This is an optimization exercise on Yosys and OpenROAD, whose aim is small area, not a production implementation.
Only simulation tests tie the RTL to the original design; equivalence was not proved.
No run shown here takes its clock network from TritonCTS; it comes from the design's own scripts or RTL.
The clock port is modelled as an ideal driver, which makes a skipped or thinned clock tree look cheaper than it is; a real chip needs a root buffer or a tree.
Power and IR drop assume default switching activity.

`flow/design.v`:
```
`timescale 1ns / 1ps
module tile_hash_frontend (
    input  logic        clk,
    input  logic        rst_n,
    input  logic        vram_we,
    input  logic [12:0] vram_addr,
    input  logic [7:0]  vram_wdata,
    input  logic        cfg_enable,
    output logic        tile_done,
    output logic [8:0]  tile_index,
    output logic        hash_valid,
    output logic [15:0] hash_out
);
    logic [7:0]  tile_buffer [0:15];
    logic [15:0] written;
    logic [8:0]  cur_tile;
    logic        capture_in_progress;
    logic        streaming;
    logic        done;
    logic [3:0]  stream_index;
    logic [15:0] crc;
    wire cap_we  = cfg_enable & vram_we & ~(vram_addr[12] & vram_addr[11]);
    wire new_cap = cap_we & (~capture_in_progress | (vram_addr[12:4] != cur_tile));
    logic [3:0]  wr_lo, wr_hi;
    logic [15:0] wr_en;
    always_comb begin
        for (int i = 0; i < 4; i++) begin
            wr_lo[i] = vram_addr[1:0] == 2'(i);
            wr_hi[i] = cap_we & (vram_addr[3:2] == 2'(i));
        end
        for (int i = 0; i < 16; i++)
            wr_en[i] = wr_lo[i % 4] & wr_hi[i / 4];
    end
    logic [7:0] buffer_next [0:15];
    logic [8:0] cur_tile_next;
    for (genvar g = 0; g < 16; g++) begin : g_hold
        hold_mux #(.W(8)) u_hold (
            .en   (wr_en[g]),
            .en_n (~wr_en[g]),
            .d    (vram_wdata),
            .q    (tile_buffer[g]),
            .y    (buffer_next[g])
        );
    end
    hold_mux #(.W(9)) u_tile_hold (
        .en   (new_cap),
        .en_n (~new_cap),
        .d    (vram_addr[12:4]),
        .q    (cur_tile),
        .y    (cur_tile_next)
    );
    always_ff @(posedge clk) begin
        for (int i = 0; i < 16; i++)
            tile_buffer[i] <= buffer_next[i];
        written  <= wr_en | (written & ~{16{new_cap}});
        cur_tile <= cur_tile_next;
    end
    wire last  = streaming & (&stream_index);
    wire start = ~streaming & capture_in_progress & (&written);
    always_ff @(posedge clk or negedge rst_n) begin
        if (!rst_n) begin
            capture_in_progress <= 1'b0;
            streaming           <= 1'b0;
            done                <= 1'b0;
        end else begin
            capture_in_progress <= ~last & (cap_we | capture_in_progress);
            streaming           <= start | (streaming & ~last);
            done                <= last;
        end
    end
    logic [7:0] byte_in;
    always_comb begin
        byte_in = 8'h00;
        for (int i = 0; i < 16; i++)
            if (written[i] && stream_index == 4'(i))
                byte_in = byte_in | tile_buffer[i];
    end
    wire [7:0]  t = crc[15:8] ^ byte_in;
    wire [7:0]  x = t ^ {4'h0, t[7:4]};
    wire [15:0] crc_step = {crc[7:0], 8'h00} ^ {x[3:0], 12'h000} ^ {3'b000, x, 5'b00000} ^ {8'h00, x};
    always_ff @(posedge clk) begin
        stream_index <= streaming ? stream_index + 4'd1 : 4'd0;
        crc          <= streaming ? crc_step : 16'hFFFF;
    end
    assign tile_done  = done;
    assign hash_valid = done;
    assign tile_index = cur_tile;
    assign hash_out   = crc;
endmodule
module hold_mux #(
    parameter int W = 8
) (
    input  logic         en,
    input  logic         en_n,
    input  logic [W-1:0] d,
    input  logic [W-1:0] q,
    output logic [W-1:0] y
);
    assign y = ({W{en}} & d) | ({W{en_n}} & q);
endmodule
```
`flow/flow/remap_t6.abc`:
```
strash
dch
amap -F 50 -A 50
```
`flow/flow/manual_cts.tcl`:
```
# Manual clock tree, run as ORFS's PRE_CTS_TCL hook (placed design loaded).
# The clock port drives one root buffer; the root drives one leaf buffer per
# cluster of flip-flops (k-means on their placed locations); each leaf buffer
# sits at its cluster's centre. clock_tree_synthesis is then made a no-op, and
# the rest of cts.tcl (legalisation, timing repair) runs as usual.
set cts_leaves   [expr {[info exists ::env(MANUAL_CTS_LEAVES)] ? $::env(MANUAL_CTS_LEAVES) : 6}]
set cts_leaf_buf [expr {[info exists ::env(MANUAL_CTS_LEAF_BUF)] ? $::env(MANUAL_CTS_LEAF_BUF) : "sky130_fd_sc_hd__clkbuf_8"}]
set cts_root_buf [expr {[info exists ::env(MANUAL_CTS_ROOT_BUF)] ? $::env(MANUAL_CTS_ROOT_BUF) : "sky130_fd_sc_hd__clkbuf_4"}]

set db    [ord::get_db]
set block [ord::get_db_block]
set clk_net [$block findNet clk]

set sinks {}
foreach it [$clk_net getITerms] {
  set inst [$it getInst]
  set loc [$inst getLocation]
  set m [$inst getMaster]
  set x [expr {[lindex $loc 0] + [$m getWidth] / 2}]
  set y [expr {[lindex $loc 1] + [$m getHeight] / 2}]
  lappend sinks [list $it $x $y]
}
set n [llength $sinks]
puts "manual CTS: $n sinks, $cts_leaves leaf buffers ($cts_leaf_buf), root $cts_root_buf"

# k-means, seeded from the sinks sorted by x then split evenly
set sorted [lsort -integer -index 1 $sinks]
set centers {}
for {set k 0} {$k < $cts_leaves} {incr k} {
  set lo [expr {$k * $n / $cts_leaves}]
  set hi [expr {($k + 1) * $n / $cts_leaves - 1}]
  set sx 0; set sy 0; set c 0
  foreach s [lrange $sorted $lo $hi] { incr sx [lindex $s 1]; incr sy [lindex $s 2]; incr c }
  lappend centers [list [expr {$sx / $c}] [expr {$sy / $c}]]
}
# capacity-limited k-means: each round, sink/centre pairs are taken nearest
# first and a centre takes at most cap sinks, so the clusters stay balanced
set cap [expr {($n + $cts_leaves - 1) / $cts_leaves + 1}]
for {set iter 0} {$iter < 20} {incr iter} {
  set pairs {}
  set si 0
  foreach s $sinks {
    for {set k 0} {$k < $cts_leaves} {incr k} {
      set d [expr {abs([lindex $s 1] - [lindex $centers $k 0]) + abs([lindex $s 2] - [lindex $centers $k 1])}]
      lappend pairs [list $d $si $k]
    }
    incr si
  }
  set pairs [lsort -integer -index 0 $pairs]
  set assign [lrepeat $n -1]
  set fill [lrepeat $cts_leaves 0]
  foreach p $pairs {
    lassign $p d si k
    if {[lindex $assign $si] >= 0 || [lindex $fill $k] >= $cap} { continue }
    lset assign $si $k
    lset fill $k [expr {[lindex $fill $k] + 1}]
  }
  set newc {}
  for {set k 0} {$k < $cts_leaves} {incr k} {
    set sx 0; set sy 0; set c 0
    foreach s $sinks a $assign {
      if {$a == $k} { incr sx [lindex $s 1]; incr sy [lindex $s 2]; incr c }
    }
    if {$c == 0} { lappend newc [lindex $centers $k] } else { lappend newc [list [expr {$sx / $c}] [expr {$sy / $c}]] }
  }
  set centers $newc
}

# root buffer at the centre of the leaf buffers
set rx 0; set ry 0
foreach c $centers { incr rx [lindex $c 0]; incr ry [lindex $c 1] }
set rx [expr {$rx / $cts_leaves}]; set ry [expr {$ry / $cts_leaves}]

set root_master [$db findMaster $cts_root_buf]
set leaf_master [$db findMaster $cts_leaf_buf]
set root [odb::dbInst_create $block $root_master "clkbuf_root_clk"]
set root_net [odb::dbNet_create $block "clknet_root_clk"]
$root_net setSigType CLOCK
[$root findITerm A] connect $clk_net
[$root findITerm X] connect $root_net
$root setLocation [expr {$rx - [$root_master getWidth] / 2}] [expr {$ry - [$root_master getHeight] / 2}]
$root setPlacementStatus PLACED

for {set k 0} {$k < $cts_leaves} {incr k} {
  set leaf [odb::dbInst_create $block $leaf_master "clkbuf_leaf_${k}_clk"]
  set net [odb::dbNet_create $block "clknet_leaf_${k}_clk"]
  $net setSigType CLOCK
  [$leaf findITerm A] connect $root_net
  [$leaf findITerm X] connect $net
  set c [lindex $centers $k]
  $leaf setLocation [expr {[lindex $c 0] - [$leaf_master getWidth] / 2}] [expr {[lindex $c 1] - [$leaf_master getHeight] / 2}]
  $leaf setPlacementStatus PLACED
  set cnt 0
  foreach s $sinks a $assign {
    if {$a == $k} {
      set it [lindex $s 0]
      $it disconnect
      $it connect $net
      incr cnt
    }
  }
  puts "manual CTS: leaf $k at $c drives $cnt sinks"
}

proc clock_tree_synthesis {args} {
  puts "clock_tree_synthesis skipped: the manual clock tree is built"
}
```
`flow/config.mk`:
```
export PLATFORM = sky130hd
export DESIGN_NAME = tile_hash_frontend
export DESIGN_NICKNAME = tile_hash_frontend
export VERILOG_FILES = /design/flow/design.v
export SDC_FILE = /design/flow/constraint.sdc
export NUM_CORES = 4
export LEC_CHECK = 0
export CAP_MARGIN = 20
export CORE_MARGIN = 2
export CORE_UTILIZATION = 70
export SLEW_MARGIN = 20
export SYNTH_HIERARCHICAL = 1
export SYNTH_MINIMUM_KEEP_SIZE = 0
```
`flow/flow/resize.py`:
```
#!/usr/bin/env python3
"""Give each gate the smallest drive strength of its family that takes its load.

usage: upsize.py LIB IN.v OUT.v [margin] [wire_cap_per_load_pF]
The load is the sum of the driven pins' capacitances plus a fixed wire
estimate per load. Each driver becomes the smallest-area cell of its family
(same pins) whose max capacitance, less the margin, covers that load; a
driver that no cell of its family can take is left as it is.
"""
import re, sys
libf, inf, outf = sys.argv[1:4]
margin = float(sys.argv[4]) if len(sys.argv) > 4 else 0.2
wire = float(sys.argv[5]) if len(sys.argv) > 5 else 0.006
lib = open(libf).read()
cells = {}
for m in re.finditer(r'\n    cell \("(\w+)"\)', lib):
    s = m.end(); e = lib.find('\n    cell ("', s); e = len(lib) if e < 0 else e
    blk = lib[s:e]; pins = {}
    area = float(re.search(r'area : ([\d.]+)', blk).group(1))
    for pm in re.finditer(r'\n        pin \("(\w+)"\) \{', blk):
        ps = pm.end(); pe = blk.find('\n        pin ("', ps); pe = len(blk) if pe < 0 else pe
        pb = blk[ps:pe]
        d = re.search(r'direction : "?(\w+)', pb).group(1)
        c = re.search(r'\n            capacitance : ([\d.]+)', pb)
        mc = re.search(r'max_capacitance : ([\d.]+)', pb)
        pins[pm.group(1)] = (d, float(c.group(1)) if c else 0.0, float(mc.group(1)) if mc else None)
    cells[m.group(1)] = (area, pins)
txt = open(inf).read()
inst_re = re.compile(r'(sky130_fd_sc_hd__\w+)(\s+)(\S+)(\s*\()(.*?)(\);)', re.S)
drv = {}; load = {}
for m in inst_re.finditer(txt):
    typ, name, body = m.group(1), m.group(3), m.group(5)
    for pin, net in re.findall(r'\.(\w+)\(([^()]*)\)', body):
        net = net.strip(); p = cells[typ][1].get(pin)
        if not p: continue
        if p[0] == 'output': drv[net] = (typ, name, pin)
        else: load.setdefault(net, []).append(p[1])
swap = {}
for net, (typ, name, pin) in drv.items():
    l = load.get(net, []); c = sum(l) + wire * len(l)
    mc = cells[typ][1][pin][2]
    if mc is None: continue
    fam = typ.rsplit('_', 1)[0]
    fits = lambda cand: cells[cand][1][pin][2] and c <= cells[cand][1][pin][2] * (1 - margin)
    cands = [cand for cand, (area, pins) in cells.items()
             if cand.rsplit('_', 1)[0] == fam and set(pins) == set(cells[typ][1])]
    ok = [cand for cand in cands if fits(cand)]
    if not ok:
        print(f"{name}: {typ} load {c*1000:.1f} fF, no cell of the family takes it; left to the flow")
        continue
    best = min(ok, key=lambda cand: (cells[cand][0], cand != typ))
    if best != typ:
        swap[name] = best
        print(f"{name}: {typ} -> {best} (load {c*1000:.1f} fF)")
def rep(m):
    return (swap[m.group(3)] if m.group(3) in swap else m.group(1)) + ''.join(m.group(i) for i in range(2, 7))
out = inst_re.sub(rep, txt)
open(outf, 'w').write(out)
total = sum(cells[m.group(1)][0] for m in inst_re.finditer(out))
print(f"resized {len(swap)} cells")
print(f"total area {total:.4f}")
```
`flow/constraint.sdc`:
```
create_clock -name core_clock -period 10.0 [get_ports {clk}]
set_input_delay 2.0000 -clock core_clock [delete_from_list [all_inputs] [get_ports {clk}]]
set_output_delay 2.0000 -clock core_clock [all_outputs]
set_load 0.01 [all_outputs]
```
`flow/standard.sh`:
```
#!/bin/bash
# synth_recipe.tcl (not shown) runs the flow's synth.tcl, then flattens the netlist and writes it again
# the make line also repeats each setting of config.mk as NAME=value (left out here)
make -C /OpenROAD-flow-scripts/flow DESIGN_CONFIG=/design/flow/config.mk WORK_HOME=/design/flow/orfs CLKGATE_MAP_FILE= SYNTH_SCRIPT=/design/flow/synth_recipe.tcl "${@:-finish}"
```
`flow/flow/remap.ys`:
```
# Re-map the standard synthesis's combinational logic for area.
# Register cells (@FFS@) are kept as black boxes, so they stay as they are.
# The gates that drive buffer_next and cur_tile_next (the hold_mux modules'
# outputs, one AND-OR gate per register bit) are kept as they are too.
read_liberty -ignore_miss_func @LIB@
blackbox @FFS@
read_verilog @IN@
hierarchy -top tile_hash_frontend
select -set holdw w:*buffer_next* w:*cur_tile_next*
select -set hold @holdw %ci1 @holdw %d
setattr -set keep_hierarchy 1 @hold
select -clear
flatten
opt_clean
techmap
opt -fast
abc -liberty @LIB@ -dont_use *probe* -dont_use *lpflow* -dont_use *clkbuf* -dont_use *clkinv* -dont_use *dlygate* -dont_use *clkdly* -dont_use *buf_* @DU@ -script @ABC@
opt_clean -purge
rename -enumerate
tee -o @OUT@.stat stat -liberty @LIB@ tile_hash_frontend
select tile_hash_frontend
write_verilog -noattr -noexpr -selected @OUT@
```
`flow/flow/remap_u4.abc`:
```
strash
dch
amap -F 50 -A 50
topo
strash
dch
amap -F 50 -A 50
```
`flow/flow/remap_u3.abc`:
```
strash
ifraig
dch
amap -F 50 -A 50
```
`flow/flow/run.sh`:
```
#!/bin/bash
# Layout flow: the standard flow (standard.sh) with these changes:
#  * after the standard synthesis, the combinational logic is re-mapped for
#    area with ABC (remap.ys, with each remap_*.abc script and cell set; the
#    smallest result after resize.py is kept). The registers are left exactly
#    as the standard synthesis made them (same instances, names and cells).
#  * resize.py then gives each gate the smallest drive strength whose max
#    capacitance covers its estimated load, so that placement does not have
#    to add buffers.
#  * port buffers are the smallest buffer (buf_1)
#  * the clock tree is built by manual_cts.tcl (ORFS PRE_CTS_TCL hook): a root
#    buffer and 10 clkbuf_8, one per balanced k-means cluster of flip-flops
# Each tool's output goes to its own log in this folder (and ORFS's logs).
set -euo pipefail
R=orfs/results/sky130hd/tile_hash_frontend/base
export BUFFER_PORTS_ARGS="-buffer_cell sky130_fd_sc_hd__buf_1"
export PRE_CTS_TCL=$PWD/flow/manual_cts.tcl
export MANUAL_CTS_LEAVES=10 MANUAL_CTS_LEAF_BUF=sky130_fd_sc_hd__clkbuf_8 MANUAL_CTS_ROOT_BUF=sky130_fd_sc_hd__clkbuf_4

bash standard.sh synth > standard_synth.log 2>&1
cp $R/1_2_yosys.v standard_1_2_yosys.v
LIB=$FLOW_HOME/platforms/sky130hd/lib/sky130_fd_sc_hd__tt_025C_1v80.lib
FFS=$(grep -o "sky130_fd_sc_hd__[a-z0-9_]*" standard_1_2_yosys.v | sort -u | grep -E "__(df|edf|sdf|dl)" | tr '\n' ' ')
best=""; best_area=""; k=0
for du in "" "-dont_use *nor3_1 -dont_use *nor4_1" "-dont_use *nor3_1"; do
  for abc in flow/remap_*.abc; do
    k=$((k+1)); n=remap_$k
    sed -e "s|@LIB@|$LIB|g" -e "s|@FFS@|$FFS|g" -e "s|@ABC@|$PWD/$abc|g" -e "s|@DU@|$du|g" \
        -e "s|@IN@|$PWD/standard_1_2_yosys.v|g" -e "s|@OUT@|$PWD/$n.v|g" flow/remap.ys > $n.ys
    if yosys -l $n.log -s $n.ys > /dev/null 2>&1 && \
       python3 flow/resize.py $LIB $n.v ${n}_up.v 0.2 0.004 > ${n}_resize.log 2>&1; then
      a=$(grep "total area" ${n}_resize.log | awk '{print $NF}')
      echo "$n: $(basename $abc) [$du] $a" >> remap_areas.log
      if [[ -z "$best" ]] || awk "BEGIN{exit !($a < $best_area)}"; then best=$n; best_area=$a; fi
    fi
  done
done
echo "kept $best ($best_area)" >> remap_areas.log
cp ${best}_up.v remapped.v
cp remapped.v $R/1_2_yosys.v
touch $R/1_2_yosys.v
bash standard.sh > standard.log 2>&1
```
`flow/flow/remap_u2.abc`:
```
strash
dc2
dch -f
amap -F 50 -A 50
```
==> results of run 1 <==
-- sequential cells by signal (all words and copies together) (netlist names) --
register / count
capture_in_progress: 1
crc: 16
cur_tile: 9
done: 1
stream_index: 4
streaming: 1
tile_buffer: 128
written: 16
-- power groups by stage --
| stage | Clock, µW | Sequential, µW | Combinational [µW] |
|---|---|---|---|
| floorplan | 0 | 861 | 89.9 |
| global placement | 0 | 879 | 122 |
| detailed placement | 0 | 880 | 129 |
| CTS | 217 | 884 | 129 |
| global route | 315 | 879 | 143 |
| finish | 298 | 870 | 132 |
-- worst max-delay path by stage --
stage,startpoint,end,cells past startpoint
2_1_floorplan,vram_addr[12],cur_tile[7],5
3_3_place_gp,vram_addr[11],tile_buffer[0][1],6
3_5_place_dp,vram_addr[11],tile_buffer[0][0],6
4_1_cts,vram_addr[11],tile_buffer[0][2],6
5_1_grt,vram_addr[11],tile_buffer[0][5],6
6_report,vram_addr[11],tile_buffer[0][4],6
-- layout make-up --
class                      count  area [µm²]  share of cell area (%)
sequential                   176        3540                    52.3
timing repair buffer          54         214                    3.16
inverter                      44         165                    2.44
tap                          108         135                    2.00
buffer                        11         145                    2.14
multi-input combinational    377        2570                    38.0
-- through the flow --
stage / util [%] / hold WS (ns) / power (µW)
after CTS: 77.6 / 0.454 / 1230
after global placement: 75.9 / 0.446 / 1000
final: 77.6 / 0.471 / 1300
after global routing: 77.6 / 0.487 / 1340
after detailed placement: 75.9 / 0.452 / 1010
after floorplan: - / 0.426 / 951
-- tightest hold or removal path, delay by kind of cell (launching register included) --
family / cells / cell delay [ns]
DFF: 1 / 0.34
and+or+nand+nor: 2 / 0.11
-- metal layers --
metal  global-route usage [%]  up-vias  part of all wire [%]
li1                         -     2434                     -
met1                     52.8     2615                    37
met2                     58.5      439                    45
met5                        0        -                     0
met4                     16.9        0                   4.4
met3                     8.09       71                    14
==> impl_results.md, run 1 <==
* Worst Hold Path EP: written[14]
* Fin nets at between 600 and 700
* R2R Setup Slk at 6.54 ns
* NetSw at 331 µW
* Drt wl/cell at 24.5 µm
* Kind of end point of the critical path: register
* Critical Path Fanout Max at 9
* DP Wirelength at 13200 µm
* Largest net degree at the start of global routing at 20
* Antenna violations before repair at 0
* Post-Syn Nets at 622
* Core area at 8720 µm²
* Vias at around 5600
* Slew margin rel. at 23.1%
* Crit path cell chain: buf_1, a21oi_1, nand3_1, nor2_1, inv_1, a22o_1
* Antenna Cells at 0
* Syn Area/Cell at approximately 10 µm²
* Status: finished clean
* Yosys warning total at 10
* Initial Util at 71.9%
* Post-CTS Setup Bufs at 0
* Pre-CTS WS at 5.52 ns
* Worst Setup Path Type: in2reg
* First-pass GRT wire length at 29400 µm
* Peak supply drop at between 0.1 and 0.15 mV
* Final period utilization at roughly two fifths
* # IOs at 52
* Placed insts at 759
* Worst-margin pin slew at 1.15 ns
* Filler cell count at 571
* Post-Syn Instances at 597
* Final instance area at 6770 µm²
* Comb power frac at 10.1%
* FF-to-FF End: crc[13]
* Die height at 98.6 µm
* Slowest stage cell, crit path: nor2_1
* Gr ovfl total at 0
* Flop pwr share at 67.0%
* Pleak at about 0.0029 µW
* Setup slack after layout at between 5 and 6 ns
* Final min period at 4.09 ns
* Clk pwr share at between 20% and 30%
* Max_cap viols at 0
* Post-route DRC at 0
* Crit Reg-Reg Startpoint: stream_index[0]
* Commonest non-fill, non-tap cell in the layout: dfxtp_1
* Drt initial violations at 741
* Vias per inst at roughly 7.2
* Commonest cells after routing, fill and taps aside: dfxtp_1 (173), a22o_1 (140), nand2_1 (59)
* Clk slew on worst S/H paths at 0.11 ns
* Sum of negative setup slack at 0 ns
* Final Hold Viols at 0
* Slowest stage delay, CP at a little over 0.8 ns
* Sw Share at 25.4%
* Routed wire length at 18900 µm
* Die area at 9730 µm²
* Vias in the first global route at between 5000 and 6000
* IO buf count at roughly 50
* Worst EP required at between 10 and 15 ns
* GPL Wtd Cong at 0.984
* Post-CTS Hold Buffers at 0
* Finish-stage setup viols at 0
* Hold Crit Depth at 2
* Area Growth Syn to Fin at 7.97%
* HP Class: reg2reg
* P per Cell Area at 192 nW/µm²
* Routed Antenna Nets at 0
* Slew Limit Fails at 0
* Pre-antenna DRT Iters at 9
* Pint at 969 µW
* Gr usage total at 38.2%
* Placed instance area at 6620 µm²
* Critical path buffers and inverters at 2
* Post-CTS Resized at 0
* RSZ-0062 raised after global routing: false
* Die Wd at 98.6 µm
* Number of core rows at 34
* FF-to-FF path depth at 13
* Final clock skew at ~0.013 ns
* Crit path DAT at approximately 4.6 ns
* Share of cells above drive strength 1 at about 2.3%
* Worst setup SP type: input port
* Max Freq at roughly 0.24 GHz
* CP top delay family: simple AND/OR/NAND/NOR gates
* Final std cells w/o fill at 770
* Min-delay src: written[14]
* Mapped Area at 6270 µm²
* Clock latency (worst-skew pair) at ~0.56 ns
==> inputs of run 2 (changes only) <==
--- a/flow/design.v
+++ b/flow/design.v
@@ -55,18 +55,25 @@
         written  <= wr_en | (written & ~{16{new_cap}});
         cur_tile <= cur_tile_next;
     end
+    logic       stream_index_lo;
+    logic [2:0] stream_index_hi;
+    assign stream_index = {stream_index_hi, stream_index_lo};
     wire last  = streaming & (&stream_index);
     wire start = ~streaming & capture_in_progress & (&written);
+    assign done = ~streaming & stream_index_lo;
     always_ff @(posedge clk or negedge rst_n) begin
         if (!rst_n) begin
             capture_in_progress <= 1'b0;
             streaming           <= 1'b0;
-            done                <= 1'b0;
+            stream_index_lo     <= 1'b0;
         end else begin
             capture_in_progress <= ~last & (cap_we | capture_in_progress);
             streaming           <= start | (streaming & ~last);
-            done                <= last;
+            stream_index_lo     <= streaming & (~stream_index_lo | last);
         end
+    end
+    always_ff @(posedge clk) begin
+        stream_index_hi <= streaming ? stream_index_hi + {2'b00, stream_index_lo} : 3'd0;
     end
     logic [7:0] byte_in;
     always_comb begin
@@ -79,7 +86,6 @@
     wire [7:0]  x = t ^ {4'h0, t[7:4]};
     wire [15:0] crc_step = {crc[7:0], 8'h00} ^ {x[3:0], 12'h000} ^ {3'b000, x, 5'b00000} ^ {8'h00, x};
     always_ff @(posedge clk) begin
-        stream_index <= streaming ? stream_index + 4'd1 : 4'd0;
         crc          <= streaming ? crc_step : 16'hFFFF;
     end
     assign tile_done  = done;
==> run 2 against run 1 <==
Against the previous run:
- final area is 0.61% lower
- still clean
- clock power hardly changed
- synthesized area is 0.46% lower
- via count is 2.2% lower
- die area is 0.44% lower
- maximum frequency is 4.6% higher
- global-route usage is 0.91 points lower
- hold slack better by 0.0019 ns
- first-iteration DRC count is 8.1% higher
- highest routed layer unchanged
- setup slack better by 0.18 ns
- critical path type unchanged
- core utilization is 0.095 points lower
- combinational power hardly changed
==> impl_results.md, run 2 <==
* Number of core rows at 34 (unchanged)
* Gr ovfl total at 0 (unchanged)
* Critical path buffers and inverters at 2 (unchanged)
* NetSw at 324 µW (-2.0%)
* Status: finished clean
* Clk pwr share at 23.0% (about the same)
* Peak supply drop at 0.140 mV (-1.5%)
* Antenna violations before repair at 0 (unchanged)
* Vias at 5439 (-2.2%)
* Util after Layout at 77.5% (-0.095 points)
* Routed Antenna Nets at 0 (unchanged)
* Die Wd at 98.4 µm (-0.22%)
* Finish-stage setup viols at 0 (unchanged)
* Post-Syn Instances at 589 (-1.3%)
* Biggest register: tile_buffer
* Pleak at 0.00278 µW (-2.8%)
* Worst Setup Path Type: in2reg
* Mapped Area at 6240 µm² (-0.46%)
* Max Freq at 0.256 GHz (+4.6%)
* Post-CTS Setup Bufs at 0 (unchanged)
* Core area at 8680 µm² (-0.49%)
* Area Growth Syn to Fin at 7.80%
* Power Total at 1290 µW (-0.90%)
* Drt initial violations at 801 (+8.1%)
* Pre-antenna DRT Iters at 5 (-4)
* Sum of negative setup slack at 0 ns (unchanged)
* Sw Share at 25.2% (-0.29 points)
* P per Cell Area at 192 nW/µm² (-0.29%)
* Syn Area/Cell at 10.6 µm² (+0.89%)
* IO buf count at 51 (unchanged)
* Filler cell count at 640 (+12%)
* Die area at 9680 µm² (-0.44%)
* Commonest non-fill, non-tap cell in the layout: dfxtp_1
* Drt wl/cell at 24.1 µm (-1.8%)
* R2R Setup Slk at 6.51 ns (-0.03 ns)
* Initial Util at 71.9% (about the same)
* Critical Path Fanout Max at 9 (unchanged)
* Post-route DRC at 0 (unchanged)
* Clock latency (worst-skew pair) at 0.56 ns (about the same)
* # IOs at 52 (unchanged)
* Commonest cells after routing, fill and taps aside: dfxtp_1 (172), a22o_1 (139), nand2_1 (51), buf_1 (51), inv_1 (43)
* Largest net degree at the start of global routing at 23 (+15%)
* Final period utilization at 39.1% (-1.8 points)
* Antenna Cells at 0 (unchanged)
* Slowest stage cell, crit path: nor2_1
* Clk slew on worst S/H paths at 0.10 ns (about the same)
* GPL Wtd Cong at 1.07 (+8.7%)
* DP Wirelength at 12700 µm (-3.8%)
* Top flop regs: tile_buffer (128), crc (16), written (16)
* Vias per inst at 7.15 (-1.0%)
* Share of cells above drive strength 1 at 2.14% (-0.12 points)
* Pint at 964 µW (-0.52%)
* Final Hold Viols at 0 (unchanged)
* Post-CTS Resized at 0 (unchanged)
* Fin nets at 680 (-1.3%)
* Placed instance area at 6580 µm² (-0.62%)
* Vias in the first global route at 5241 (-1.5%)
* RSZ-0062 raised after global routing: false
* Final min period at 3.91 ns (-0.181 ns)
* HP Class: reg2reg
* Routed wire length at 18300 µm (-3.0%)
* Crit path cell chain: buf_1, a21oi_1, nand3_1, nor2_1, inv_1, a22o_1
* Slew margin rel. at 28.4% (+5.3 points)
* Gr usage total at 37.3% (-0.91 points)
* Die height at 98.4 µm (-0.22%)
* Yosys warning total at 10 (unchanged)
* Flop pwr share at 67.0% (about the same)
* Kind of end point of the critical path: register
* Worst setup SP type: input port
* Post-Syn Nets at 614 (-1.3%)
* Crit path DAT at 4.36 ns (-0.19 ns)
* Worst-margin pin slew at 1.07 ns (-0.0798 ns)
* Comb power frac at 10.0% (about the same)
* Final clock skew at 0.0189 ns (+0.00621 ns)
* Slew Limit Fails at 0 (unchanged)
* Max_cap viols at 0 (unchanged)
* Slowest stage delay, CP at 0.71 ns (-0.10 ns)
* Max reg flops at 128 (unchanged)
* Final instance area at 6730 µm² (-0.61%)
* First-pass GRT wire length at 28800 µm (-2.3%)
* Post-CTS Hold Buffers at 0 (unchanged)
* CP top delay family: simple AND/OR/NAND/NOR gates
* Worst EP required at 10.45 ns (about the same)
## run 2: cell count changes in the layout (fill, tap and decap cells not counted), moves of 2 or more
| cell | change |
|---|---|
| nor2_1 | -4 |
| or2_0 | +2 |
| xnor2_1 | -3 |
| a22oi_1 | -2 |
| a221oi_1 | -2 |
| o21ai_0 | +3 |
| nand2_1 | -8 |
| and4_1 | +2 |
| o2111ai_1 | -2 |
| a222oi_1 | +5 |
## run 2: final cells by class
cell class	instances	area [µm²]	area share (%)
Sequential cell	175	3520	52.3
Multi-Input combinational cell	371	2560	38.0
Timing Repair Buffer	53	206	3.07
Inverter	43	161	2.40
Buffer	11	145	2.16
Tap cell	108	135	2.01
## run 2: per-stage QoR
| step | setup slack [ns] | hold WS (ns) | cells |
|---|---|---|---|
| floorplan | 6.44 | 0.431 | 589 |
| CTS | 5.64 | 0.459 | 761 |
| global route | 5.94 | 0.489 | 761 |
| global placement | 5.74 | 0.444 | 750 |
| detailed placement | 5.64 | 0.453 | 750 |
| finish | 6.09 | 0.473 | 761 |
## run 2: path summary, 6_finish.rpt
check                                start                   to  depth (start not counted)
max                          vram_addr[11]    tile_buffer[8][4]                          6
min                             written[8]           written[8]                          2
max reg2reg                stream_index_lo              crc[12]                         13
min reg2reg                     written[8]           written[8]                          2
max in group asynchronous            rst_n  capture_in_progress                          1
min in group asynchronous            rst_n            streaming                          1
## run 2: power by group through the flow
| stage | sequential, µW | combinational, µW | clock, µW |
|---|---|---|---|
| 2_1_floorplan | 857 | 89.3 | 0 |
| 3_3_place_gp | 872 | 120 | 0 |
| 3_5_place_dp | 873 | 127 | 0 |
| 4_1_cts | 876 | 127 | 216 |
| 5_1_grt | 871 | 141 | 319 |
| 6_report | 863 | 129 | 297 |
## run 2: worst min-delay path, cell delays in order, from the launching register on
cell and delay (ns):
dfxtp_1 0.33, nand2_1 0.06, nand2_1 0.05
## run 2: layer usage
metal | share of wire, % | wire length [µm] | GRT usage (%)
met5 | 0 | 0 | 0
met4 | 4.3 | 796 | 13.8
met3 | 13 | 2320 | 6.80
met2 | 44 | 8100 | 57.6
met1 | 39 | 7100 | 52.8

[static timing again, ports no longer ideal]
Ports are ideal in the flow. The routed layouts listed here were re-timed in OpenROAD.
Step 1 sets driving cells, clkbuf_16 on the clock port and buf_2 on the other inputs (assumed; they add their load-dependent delay and slew).
Step 2 also shifts input and output timing later by t, the mid clock arrival at the registers, as if the neighbouring blocks saw the same clock.
a / b / c = ideal / step 1 / step 2; a / b = the first two.
| run | shift t [ns] | setup slack, ns | worst slew at a driven data input, ns |
|---|---|---|---|
| run 1 | 0.581 | 5.908 / 5.917 / 5.336 | 0.03 |
| run 2 | 0.588 | 6.089 / 6.103 / 5.515 | 0.04 |
After both steps every run listed still meets setup and hold. The setup slack of run 2, which loses most, moves by +0.014 ns with the drivers and by -0.574 ns with both steps.
